Source: an optimization exercise on an open RTL-to-GDS flow (aim: small area, a short achievable clock period and few clock cycles). Production flows keep margins and buffers that such runs may drop.
RTL that was checked went through simulation tests only; none was proved equivalent to the original.
Power is estimated from default activity; no workload was simulated.

==> inputs of exp/juniper <==
==> flow/design.v (excerpt) <==
module fast_top_level #(
    parameter X_MAX = 64,
    parameter Y_MAX = 64,
    parameter THRESHOLD = 20
) (
    input logic clk, n_rst,
    input logic [7:0] SRAM_in_gaus,
    input logic new_trans, SRAM_in_fast,
    input logic [$clog2(X_MAX) - 1:0] max_x, max_y,
    output logic write_SRAM_fast, read_SRAM_gaus, read_SRAM_fast, write_SRAM_OUT, done,
    output logic signed [$clog2(X_MAX):0] x_addr_gaus, y_addr_gaus, x_addr_fast, y_addr_fast, x_addr_OUT, y_addr_OUT,
    output logic [23:0] SRAM_OUT_wdata
);
localparam int K    = 9;             
localparam int P    = K + 6;         
localparam int CI   = 3 * P + 1;     
localparam int LEN  = 6 * P + 3;     
localparam int GI   = 2 * P + 2;     
localparam int GLEN = 4 * P + 5;     
localparam int TE   = 3 * P + 3;     
localparam int TW   = 5 * P + 8;     
localparam int EO   = TE % P;        
localparam int WO   = TW % P;
localparam int AW   = $clog2(X_MAX) + 1;
localparam logic [6:0] NEGK  = 7'(128 - K);        
logic [5:0] xlast, xm4;              
logic signed [7:0] hm1;              
logic signed [7:0] hlim;             
logic ntq, busy, fin, finq, rg_q;
logic [6:0] tc;
logic e_on, w_on;
always_ff @(posedge clk) begin
    xlast <= max_x - 6'd1;
    xm4   <= max_x - 6'd4;
    hm1   <= $signed({2'b0, max_y}) - 8'sd1;
    hlim  <= $signed({2'b0, max_y}) - 8'(K);
end
always_ff @(posedge clk, negedge n_rst) begin
    if (!n_rst) begin
        ntq  <= 1'b0;
        busy <= 1'b0;
        rg_q <= 1'b0;
        e_on <= 1'b0;
        w_on <= 1'b0;
        finq <= 1'b0;
        done <= 1'b0;
        tc   <= '0;
    end else begin
        ntq  <= new_trans;
        finq <= fin;
        if (ntq)      busy <= 1'b1;
        else if (fin) busy <= 1'b0;
        if (ntq)      rg_q <= 1'b1;
        else if (fin) rg_q <= 1'b0;
        if (ntq || fin)               e_on <= 1'b0;
  ...
Settings: LEC_CHECK=0, CAP_MARGIN=20, CORE_MARGIN=2, CORE_UTILIZATION=40, CTS_CLUSTER_DIAMETER=100, CTS_CLUSTER_SIZE=30, PLACE_DENSITY=0.6, SLEW_MARGIN=20; clock period 8.0 ns.
standard.sh (not shown) runs the stock make flow with config.mk's settings and CLKGATE_MAP_FILE= SYNTH_SCRIPT=/design/flow/synth_recipe.tcl, a recipe that flattens the netlist after the stock synthesis.
==> flow/flow/run.sh <==
#!/bin/bash
# Standard layout, with timing repair aimed below the clock period (setup
# margin) and plain buffers on the ports. The make output goes to
# standard_finish.log; each ORFS step logs to orfs/logs/.
set -euo pipefail
bash standard.sh SETUP_SLACK_MARGIN=5.2 \
    "BUFFER_PORTS_ARGS=-buffer_cell sky130_fd_sc_hd__buf_2" \
    finish > standard_finish.log 2>&1
==> exp/zinc (differences from exp/juniper) <==
==> flow/design.v (replaced) <==
`timescale 1ns / 10ps
module fast_top_level #(
    parameter X_MAX = 64,
    parameter Y_MAX = 64,
    parameter THRESHOLD = 20
) (
    input logic clk, n_rst,
    input logic [7:0] SRAM_in_gaus,
    input logic new_trans, SRAM_in_fast,
    input logic [$clog2(X_MAX) - 1:0] max_x, max_y,
    output logic write_SRAM_fast, read_SRAM_gaus, read_SRAM_fast, write_SRAM_OUT, done,
    output logic signed [$clog2(X_MAX):0] x_addr_gaus, y_addr_gaus, x_addr_fast, y_addr_fast, x_addr_OUT, y_addr_OUT,
    output logic [23:0] SRAM_OUT_wdata
);
localparam int K    = 13;            
localparam int P    = K + 6;         
localparam int CI   = 3 * P + 1;     
localparam int LEN  = 6 * P + 3;     
localparam int GI   = 2 * P + 2;     
localparam int GLEN = 4 * P + 5;     
localparam int TE   = 3 * P + 3;     
localparam int TW   = 5 * P + 8;     
localparam int EO   = TE % P;        
localparam int WO   = TW % P;
localparam int AW   = $clog2(X_MAX) + 1;
logic [5:0] mxq, myq;                
logic [5:0] xlast, xm4;              
logic signed [7:0] hlim;             
logic ntq, busy, fin, finq, rg_q;
logic [6:0] tc;
logic e_on, w_on;
always_ff @(posedge clk) begin
    mxq   <= max_x;
    myq   <= max_y;
    xlast <= mxq - 6'd1;
    xm4   <= mxq - 6'd4;
    hlim  <= $signed({2'b0, myq}) + 8'sd2 - 8'(K);
end
always_ff @(posedge clk, negedge n_rst) begin
    if (!n_rst) begin
        ntq  <= 1'b0;
        busy <= 1'b0;
        rg_q <= 1'b0;
        e_on <= 1'b0;
        w_on <= 1'b0;
        finq <= 1'b0;
        done <= 1'b0;
        tc   <= '0;
    end else begin
        ntq  <= new_trans;
        finq <= fin;
        if (ntq)      busy <= 1'b1;
        else if (fin) busy <= 1'b0;
        if (ntq)      rg_q <= 1'b1;
        else if (fin) rg_q <= 1'b0;
        if (ntq || fin)               e_on <= 1'b0;
        else if (busy && tc == 7'(TE - 1)) e_on <= 1'b1;
        if (ntq || fin)               w_on <= 1'b0;
        else if (busy && tc == 7'(TW - 1)) w_on <= 1'b1;
        if (new_trans) done <= 1'b0;
        else if (finq) done <= 1'b1;
        if (ntq)                  tc <= '0;
        else if (tc != 7'(TW))    tc <= tc + 7'd1;
    end
end
function automatic logic [31:0] rmask(input integer off, input integer lo1, input integer hi1,
                                      input integer lo2, input integer hi2);
    integer n, r;
    for (int q = 0; q < 32; q++) begin
        n = (q == 31) ? 0 : (q + 1) % P;
        r = (n - off + P) % P;
        rmask[q] = (q < P || q == 31) && ((r >= lo1 && r <= hi1) || (r >= lo2 && r <= hi2));
    end
endfunction
localparam logic [31:0] M_REND = rmask(0,  P - 1, P - 1, P - 1, P - 1);
localparam logic [31:0] M_EEND = rmask(EO, P - 1, P - 1, P - 1, P - 1);
localparam logic [31:0] M_EOWN = rmask(EO, 3, K + 2, 3, K + 2);
localparam logic [31:0] M_ERD  = rmask(EO, 0, 2, P - 1, P - 1);
localparam logic [31:0] M_WEND = rmask(WO, P - 1, P - 1, P - 1, P - 1);
localparam logic [31:0] M_WROW = rmask(WO, 1, K, 1, K);
localparam logic [31:0] M_WLST = rmask(WO, K, K, K, K);
logic [4:0] rr, rq;
logic r_end, e_end, e_own, e_rd, w_end, w_row, w_lrow;
assign rq = ntq ? 5'd31 : rr;
always_ff @(posedge clk) begin
    rr     <= (ntq || r_end) ? 5'd0 : rr + 5'd1;
    r_end  <= M_REND[rq];
    e_end  <= M_EEND[rq];
    e_own  <= M_EOWN[rq];
    e_rd   <= M_ERD[rq];
    w_end  <= M_WEND[rq];
    w_row  <= M_WROW[rq];
    w_lrow <= M_WLST[rq];
end
logic [5:0] rx, ex, wx;
logic [6:0] ry0, ey0, wy0;
logic signed [7:0] ry, ey, wy;
logic [3:1] eml, emr, wml, wmr;
stage_pos #(.K(K)) pos_r (.clk(clk), .init(ntq), .adv(busy), .colend(r_end),
                          .xlast(xlast), .xm4(xm4), .x(rx), .y0(ry0), .y(ry), .ml(), .mr());
stage_pos #(.K(K)) pos_e (.clk(clk), .init(ntq), .adv(e_on), .colend(e_end),
                          .xlast(xlast), .xm4(xm4), .x(ex), .y0(ey0), .y(ey), .ml(eml), .mr(emr));
stage_pos #(.K(K)) pos_w (.clk(clk), .init(ntq), .adv(w_on), .colend(w_end),
                          .xlast(xlast), .xm4(xm4), .x(wx), .y0(wy0), .y(wy), .ml(wml), .mr(wmr));
assign read_SRAM_gaus = rg_q;
assign x_addr_gaus    = {1'b0, rx};
assign y_addr_gaus    = ry[AW-1:0];
logic [8*LEN-1:0] pl;
always_ff @(posedge clk)
    pl <= {pl[8*LEN-9:0], SRAM_in_gaus};
function automatic integer ptap(input integer dx, input integer dy);
    ptap = CI - (dx * P + dy);
endfunction
logic [7:0] cpn, cm;
logic cp_ok, cm_ok;
always_ff @(posedge clk) begin
    cpn   <= ~(pl[8*(CI-1) +: 8] + 8'(THRESHOLD));
    cp_ok <= pl[8*(CI-1) +: 8] < 8'(256 - THRESHOLD);
    cm    <= pl[8*(CI-1) +: 8] - 8'(THRESHOLD);
    cm_ok <= pl[8*(CI-1) +: 8] >= 8'(THRESHOLD);
end
localparam int NR = 16;
function automatic integer rdx(input integer k);
    case (k)
        0: rdx = 0;   1: rdx = 1;   2: rdx = 2;   3: rdx = 3;
        4: rdx = 3;   5: rdx = 3;   6: rdx = 2;   7: rdx = 1;
        8: rdx = 0;   9: rdx = -1; 10: rdx = -2; 11: rdx = -3;
       12: rdx = -3; 13: rdx = -2; 14: rdx = 0;  default: rdx = -1;
    endcase
endfunction
function automatic integer rdy(input integer k);
    case (k)
        0: rdy = 3;   1: rdy = 3;   2: rdy = 2;   3: rdy = 1;
        4: rdy = 0;   5: rdy = -1;  6: rdy = -2;  7: rdy = -3;
        8: rdy = -3;  9: rdy = -3; 10: rdy = -2; 11: rdy = -1;
       12: rdy = 0;  13: rdy = 2;  14: rdy = 0;  default: rdy = 3;
    endcase
endfunction
function automatic logic ge_c(input logic [7:0] a, input logic [7:0] nb);
    logic cy;
    cy = 1'b1;
    for (int i = 0; i < 8; i++)
        cy = (a[i] & nb[i]) | (a[i] & cy) | (nb[i] & cy);
    ge_c = cy;
endfunction
logic [NR-1:0] sb, sd;               
always_comb begin
    for (int k = 0; k < NR; k++) begin
        if (k == 14) begin
            sb[k] = 1'b0;
            sd[k] = 1'b0;
        end else begin
            sb[k] = cp_ok && ge_c(pl[8*ptap(rdx(k), rdy(k)) +: 8], cpn);
            sd[k] = cm_ok && ge_c(cm, ~pl[8*ptap(rdx(k), rdy(k)) +: 8]);
        end
    end
end
logic [NR-1:0] sbm, sdm;
always_comb begin
    for (int k = 0; k < NR; k++) begin
        if (rdx(k) > 0 && emr[rdx(k)]) begin
            sbm[k] = 1'b0;
            sdm[k] = cm_ok;
        end else if (rdx(k) < 0 && eml[-rdx(k)]) begin
            sbm[k] = 1'b0;
            sdm[k] = cm_ok;
        end else begin
            sbm[k] = sb[k];
            sdm[k] = sd[k];
        end
    end
end
logic [2*NR-1:0] bw, dw;
logic arc;
always_comb begin
    bw = {sbm, sbm};
    dw = {sdm, sdm};
    arc = 1'b0;
    for (int i = 0; i < NR; i++)
        if (&bw[i +: 9] || &dw[i +: 9]) arc = 1'b1;
end
logic corner_e;
assign corner_e = arc && e_own && (ey < $signed({2'b0, myq}));
logic wf_q, rf_q;
always_ff @(posedge clk, negedge n_rst) begin
    if (!n_rst) begin
        wf_q <= 1'b0;
        rf_q <= 1'b0;
    end else begin
        wf_q <= busy && corner_e;
        rf_q <= busy && e_rd;
    end
end
logic [5:0] xf_q;
logic [6:0] yf_q;
always_ff @(posedge clk) begin
    if (e_end) begin
        xf_q <= (ex == xlast) ? 6'd0 : ex + 6'd1;
        yf_q <= (ex == xlast) ? ey0 + 7'(K - 4) : ey0 - 7'd4;
    end else begin
        xf_q <= ex;
        yf_q <= ey[6:0];
    end
end
assign write_SRAM_fast = wf_q;
assign read_SRAM_fast  = rf_q;
assign x_addr_fast     = {1'b0, xf_q};
assign y_addr_fast     = yf_q;
logic wf_d, rf_d;
logic [GLEN-1:0] gl;
always_ff @(posedge clk) begin
    wf_d <= wf_q;
    rf_d <= rf_q;
    gl   <= {gl[GLEN-2:0], rf_d ? SRAM_in_fast : wf_d};
end
function automatic integer gtap(input integer dx, input integer dy);
    gtap = GI - (dx * P + dy);
endfunction
function automatic logic gf(input integer dx, input integer dy,
                            input logic [GLEN-1:0] g, input logic [3:1] ml, mr);
    if (dx > 0)      gf = g[gtap(dx, dy)] && !mr[dx];
    else if (dx < 0) gf = g[gtap(dx, dy)] && !ml[-dx];
    else             gf = g[gtap(dx, dy)];
endfunction
logic ring_any, ring_later, w_last;
always_comb begin
    ring_later = gf(-2, 1, gl, wml, wmr) | gf(-1, 2, gl, wml, wmr) | gf(0, 2, gl, wml, wmr)
               | gf(1, 2, gl, wml, wmr)  | gf(2, 1, gl, wml, wmr)  | gf(2, 0, gl, wml, wmr);
    ring_any   = ring_later
               | gf(2, -1, gl, wml, wmr) | gf(1, -2, gl, wml, wmr) | gf(0, -2, gl, wml, wmr)
               | gf(-1, -2, gl, wml, wmr) | gf(-2, -1, gl, wml, wmr) | gf(-2, 0, gl, wml, wmr);
end
assign w_last = w_lrow && (wx == xlast) && ($signed({1'b0, wy0}) >= hlim);
assign fin    = w_on && w_last;
logic wo_q, yel_q;
logic [5:0] xo_q;
logic [6:0] yo_q;
always_ff @(posedge clk, negedge n_rst) begin
    if (!n_rst) wo_q <= 1'b0;
    else        wo_q <= w_on && w_row && (gl[GI] || ring_any);
end
always_ff @(posedge clk) begin
    xo_q  <= wx;
    yo_q  <= wy[6:0];
    yel_q <= gl[GI] && !ring_later;
end
assign write_SRAM_OUT = wo_q;
assign x_addr_OUT     = {1'b0, xo_q};
assign y_addr_OUT     = yo_q;
assign SRAM_OUT_wdata = {8'hFF, yel_q ? 8'hFF : 8'h20, yel_q ? 8'h00 : 8'h90};
endmodule
module stage_pos #(
    parameter int K = 13
) (
    input  logic clk,
    input  logic init, adv, colend,
    input  logic [5:0] xlast, xm4,           
    output logic [5:0] x,
    output logic [6:0] y0,
    output logic signed [7:0] y,
    output logic [3:1] ml, mr
);
always_ff @(posedge clk) begin
    if (init) begin
        x  <= '0;
        y0 <= '0;
        y  <= -8'sd3;
        ml <= 3'b111;
        mr <= 3'b000;
    end else if (adv) begin
        if (colend) begin
            if (x == xlast) begin
                x  <= '0;
                y0 <= y0 + 7'(K);
                y  <= $signed({1'b0, y0}) + 8'(K - 3);
                ml <= 3'b111;
                mr <= 3'b000;
            end else begin
                x  <= x + 6'd1;
                y  <= $signed({1'b0, y0}) - 8'sd3;
                ml <= {ml[2:1], 1'b0};
                mr <= {mr[3] || (x == xm4), mr[3:2]};
            end
        end else begin
            y <= y + 8'sd1;
        end
    end
end
endmodule
==> flow/flow/run.sh (replaced) <==
#!/bin/bash
# Standard layout, with timing repair aimed below the clock period (setup
# margin) and plain buffers on the ports. The make output goes to
# standard_finish.log; each ORFS step logs to orfs/logs/.
set -euo pipefail
bash standard.sh SETUP_SLACK_MARGIN=5.4 \
    "BUFFER_PORTS_ARGS=-buffer_cell sky130_fd_sc_hd__buf_4" \
    finish > standard_finish.log 2>&1
==> flow/config.mk (replaced) <==
export PLATFORM = sky130hd
export DESIGN_NAME = fast_top_level
export DESIGN_NICKNAME = fast_top_level
export VERILOG_FILES = /design/flow/design.v
export SDC_FILE = /design/flow/constraint.sdc
export NUM_CORES = 4
export LEC_CHECK = 0
export CAP_MARGIN = 20
export CORE_MARGIN = 2
export CORE_UTILIZATION = 40
export CTS_CLUSTER_DIAMETER = 90
export CTS_CLUSTER_SIZE = 25
export PLACE_DENSITY = 0.6
export SLEW_MARGIN = 20
==> exp/maple (differences from exp/juniper) <==
--- a/flow/design.v
+++ b/flow/design.v
@@ -23,96 +23,102 @@
 localparam int EO   = TE % P;        
 localparam int WO   = TW % P;
 localparam int AW   = $clog2(X_MAX) + 1;
 localparam logic [6:0] NEGK  = 7'(128 - K);        
 logic [5:0] xlast, xm4;              
 logic signed [7:0] hm1;              
 logic signed [7:0] hlim;             
 logic ntq, busy, fin, finq, rg_q;
-logic [6:0] tc;
-logic e_on, w_on;
+logic e_on, w_on, w_adv, e_first, w_first;
 always_ff @(posedge clk) begin
     xlast <= max_x - 6'd1;
     xm4   <= max_x - 6'd4;
     hm1   <= $signed({2'b0, max_y}) - 8'sd1;
     hlim  <= $signed({2'b0, max_y}) - 8'(K);
 end
 always_ff @(posedge clk, negedge n_rst) begin
     if (!n_rst) begin
         ntq  <= 1'b0;
         busy <= 1'b0;
         rg_q <= 1'b0;
         e_on <= 1'b0;
         w_on <= 1'b0;
+        w_adv <= 1'b0;
         finq <= 1'b0;
         done <= 1'b0;
-        tc   <= '0;
     end else begin
         ntq  <= new_trans;
         finq <= fin;
         if (ntq)      busy <= 1'b1;
         else if (fin) busy <= 1'b0;
         if (ntq)      rg_q <= 1'b1;
         else if (fin) rg_q <= 1'b0;
-        if (ntq || fin)               e_on <= 1'b0;
-        else if (busy && tc == 7'(TE - 1)) e_on <= 1'b1;
-        if (ntq || fin)               w_on <= 1'b0;
-        else if (busy && tc == 7'(TW - 1)) w_on <= 1'b1;
+        if (ntq || fin)              e_on <= 1'b0;
+        else if (busy && e_first)    e_on <= 1'b1;
+        if (ntq || fin)              w_on <= 1'b0;
+        else if (busy && w_first)    w_on <= 1'b1;
+        w_adv <= w_on && !fin;
         if (new_trans) done <= 1'b0;
         else if (finq) done <= 1'b1;
-        if (ntq)                  tc <= '0;
-        else if (tc != 7'(TW))    tc <= tc + 7'd1;
     end
 end
 function automatic logic [31:0] rmask(input integer off, input integer lo1, input integer hi1,
                                       input integer lo2, input integer hi2);
     integer n, r;
     for (int q = 0; q < 32; q++) begin
         n = (q == 31) ? 0 : (q + 1) % P;
         r = (n - off + P) % P;
         rmask[q] = (q < P || q == 31) && ((r >= lo1 && r <= hi1) || (r >= lo2 && r <= hi2));
     end
 endfunction
 localparam logic [31:0] M_REND = rmask(0,  P - 1, P - 1, P - 1, P - 1);
 localparam logic [31:0] M_EEND = rmask(EO, P - 1, P - 1, P - 1, P - 1);
 localparam logic [31:0] M_EFST = rmask(EO, 0, 0, 0, 0);
+localparam logic [31:0] M_EWON = rmask(EO, TW - TE - 1 - 2 * P, TW - TE - 1 - 2 * P,
+                                       TW - TE - 1 - 2 * P, TW - TE - 1 - 2 * P);
+localparam logic [31:0] M_WR1  = rmask(WO, 1, 1, 1, 1);
 localparam logic [31:0] M_WFST = rmask(WO, 0, 0, 0, 0);
 localparam logic [31:0] M_EOWN = rmask(EO, 3, K + 2, 3, K + 2);
 localparam logic [31:0] M_ERD  = rmask(EO, 0, 2, P - 1, P - 1);
 localparam logic [31:0] M_WEND = rmask(WO, P - 1, P - 1, P - 1, P - 1);
 localparam logic [31:0] M_WROW = rmask(WO, 1, K, 1, K);
 localparam logic [31:0] M_WRW2 = rmask(WO, K + 1, K + 2, K + 1, K + 2);
 localparam logic [31:0] M_WLST = rmask(WO, K + 2, K + 2, K + 2, K + 2);
 logic [4:0] rr, rq;
+logic e_won, w_r1;
 logic r_end, e_end, e_fst, e_own, e_rd, w_end, w_fst, w_row, w_row2, w_lrow;
 assign rq = ntq ? 5'd31 : rr;
 always_ff @(posedge clk) begin
     rr     <= (ntq || r_end) ? 5'd0 : rr + 5'd1;
     r_end  <= M_REND[rq];
     e_end  <= M_EEND[rq];
     e_fst  <= M_EFST[rq];
+    e_won  <= M_EWON[rq];
+    w_r1   <= M_WR1[rq];
     w_fst  <= M_WFST[rq];
     e_own  <= M_EOWN[rq];
     e_rd   <= M_ERD[rq];
     w_end  <= M_WEND[rq];
     w_row  <= M_WROW[rq];
     w_row2 <= M_WRW2[rq];
     w_lrow <= M_WLST[rq];
 end
 logic [5:0] rx, ex, wx;
 logic [6:0] ry0, ey0, wy0;
 logic signed [7:0] ry;
 logic [3:1] eml, emr, wml, wmr;
 stage_pos #(.K(K)) pos_r (.clk(clk), .init(ntq), .adv(1'b1), .colend(r_end),
                           .xlast(xlast), .xm4(xm4), .x(rx), .y0(ry0), .y(ry), .ml(), .mr());
 stage_pos #(.K(K), .PRE(1)) pos_e (.clk(clk), .init(ntq), .adv(1'b1), .colend(e_end),
                           .xlast(xlast), .xm4(xm4), .x(ex), .y0(ey0), .y(), .ml(eml), .mr(emr));
-stage_pos #(.K(K)) pos_w (.clk(clk), .init(ntq), .adv(w_on), .colend(w_end),
+stage_pos #(.K(K)) pos_w (.clk(clk), .init(ntq), .adv(w_adv), .colend(w_fst),
                           .xlast(xlast), .xm4(xm4), .x(wx), .y0(wy0), .y(), .ml(wml), .mr(wmr));
+assign e_first = e_end && (ex == xlast) && (ey0 == NEGK);
+assign w_first = e_on && e_won && (ex == 6'd2) && (ey0 == 7'd0);
 assign read_SRAM_gaus = rg_q;
 assign x_addr_gaus    = {1'b0, rx};
 assign y_addr_gaus    = ry[AW-1:0];
 logic [8*LEN-1:0] pl;
 always_ff @(posedge clk)
     pl <= {pl[8*LEN-9:0], SRAM_in_gaus};
 function automatic integer ptap(input integer dx, input integer dy);
     ptap = CI - (dx * P + dy);
@@ -250,34 +256,33 @@
                | gf(1, 2, gl, wml, wmr)  | gf(2, 1, gl, wml, wmr)  | gf(2, 0, gl, wml, wmr);
     ring_any   = ring_later
                | gf(2, -1, gl, wml, wmr) | gf(1, -2, gl, wml, wmr) | gf(0, -2, gl, wml, wmr)
                | gf(-1, -2, gl, wml, wmr) | gf(-2, -1, gl, wml, wmr) | gf(-2, 0, gl, wml, wmr);
 end
 assign w_lband = $signed({1'b0, wy0}) >= hlim;
 assign w_last  = w_lrow && (wx == xlast) && w_lband;
 assign fin    = w_on && w_last;
-logic wo_q, yel_q;
-logic [6:0] ey0_w3;
-assign ey0_w3 = wy0 - 7'd3;
-logic [5:0] xo_q;
+logic wo_q, yel_q, pnk_q;
+logic [6:0] ey0_w2;
+assign ey0_w2 = wy0 - 7'd2;
 logic [6:0] yo_q;
 always_ff @(posedge clk, negedge n_rst) begin
     if (!n_rst) wo_q <= 1'b0;
     else        wo_q <= w_on && (w_row || (w_row2 && w_lband)) && (gl[GI] || ring_any);
 end
 always_ff @(posedge clk) begin
-    xo_q  <= wx;
-    yo_q  <= w_fst ? ey0_w3 : yo_q + 7'd1;
+    yo_q  <= w_r1 ? ey0_w2 : yo_q + 7'd1;
     yel_q <= gl[GI] && !ring_later;
+    pnk_q <= !gl[GI] || ring_later;
 end
 assign write_SRAM_OUT = wo_q;
-assign x_addr_OUT     = {1'b0, xo_q};
+assign x_addr_OUT     = {1'b0, wx};
 assign y_addr_OUT     = yo_q;
-assign SRAM_OUT_wdata = {8'hFF, yel_q ? 8'hFF : 8'h20, yel_q ? 8'h00 : 8'h90};
+assign SRAM_OUT_wdata = {8'hFF, {2{yel_q}}, 1'b1, {5{yel_q}}, pnk_q, 2'b00, pnk_q, 4'h0};
 endmodule
 module stage_pos #(
     parameter int K = 13,
     parameter bit PRE = 0                    
 ) (
     input  logic clk,
     input  logic init, adv, colend,
     input  logic [5:0] xlast, xm4,           
==> flow/config.mk (replaced) <==
export PLATFORM = sky130hd
export DESIGN_NAME = fast_top_level
export DESIGN_NICKNAME = fast_top_level
export VERILOG_FILES = /design/flow/design.v
export SDC_FILE = /design/flow/constraint.sdc
export NUM_CORES = 4
export LEC_CHECK = 0
export CAP_MARGIN = 20
export CORE_MARGIN = 2
export CORE_UTILIZATION = 55
export CTS_CLUSTER_DIAMETER = 80
export CTS_CLUSTER_SIZE = 34
export PLACE_DENSITY = 0.7
export SLEW_MARGIN = 20
==> summary.txt <==
quantity                                                           exp/juniper     exp/zinc    exp/maple
Status                                        no timing/DRC/antenna violations  no timing/DRC/antenna violations  no timing/DRC/antenna violations
Largest register FFs                                                       744          936          744
Number of antenna violations at the first check in global routing            3            2            0
Net switching share of the total power                                   22.8%        20.1%        23.2%
Cell depth of the worst setup path                                           1           10            1
Origin of the worst min-delay path                                     pl[555]      pl[602]      pl[567]
Fraction of registers with async set/reset                               1.65%        1.34%        1.04%
Floorplan core area                                                66100 sq um  78700 sq um  47700 sq um
Reg clk slew, reported paths                                           0.11 ns      0.09 ns      0.11 ns
Area taken by flip-flops and latches                               19600 sq um  24000 sq um  19300 sq um
WP data required                                                       6.40 ns      8.53 ns      6.40 ns
Final clock-cell share                                                   4.09%        4.49%        4.12%
Non-clock buffer area fraction after layout                              2.14%        3.64%        2.01%
Ratio of routed vias to standard cells                                    4.76         4.71         5.16
Maximum number of pins on one net before global-route repair                49           77           61
Area share of the largest cell type after synthesis                      71.2%        74.2%        71.5%
Global-route total usage across every layer                              13.9%        14.5%        18.8%
Testbench counts of exp/maple, summed over its fixed seeds: cycles 107,168.
Only the layout flow was run in exp/juniper and exp/zinc; the RTL was not checked for function there.

## static timing again, ports no longer ideal
Ports are ideal in the flow. The routed layouts listed here were re-timed in OpenROAD. Step 1 (the two cells are an assumption about what drives the block):
set clk [get_ports {clk}]
set_driving_cell -lib_cell sky130_fd_sc_hd__clkbuf_16 $clk
set_driving_cell -lib_cell sky130_fd_sc_hd__buf_2 [delete_from_list [all_inputs] $clk]
Step 2 also shifts input and output timing later by t, the mid clock arrival at the registers, as if the neighbouring blocks saw the same clock. a / b / c = ideal / step 1 / step 2; a / b = the first two.
run | t, ns | setup WS [ns] | hold WS [ns] | latest minus earliest clock arrival (ns)
exp/juniper | 0.641 | 5.211 / 5.153 / 5.277 | 0.309 / 0.309 / 0.309 | 0.039 / 0.039
exp/zinc | 0.700 | 5.099 / 5.083 / 5.099 | 0.316 / 0.316 / 0.316 | 0.035 / 0.036
exp/maple | 0.642 | 5.229 / 5.170 / 5.294 | 0.312 / 0.312 / 0.312 | 0.041 / 0.040
After both steps setup and hold are still met in every run listed.
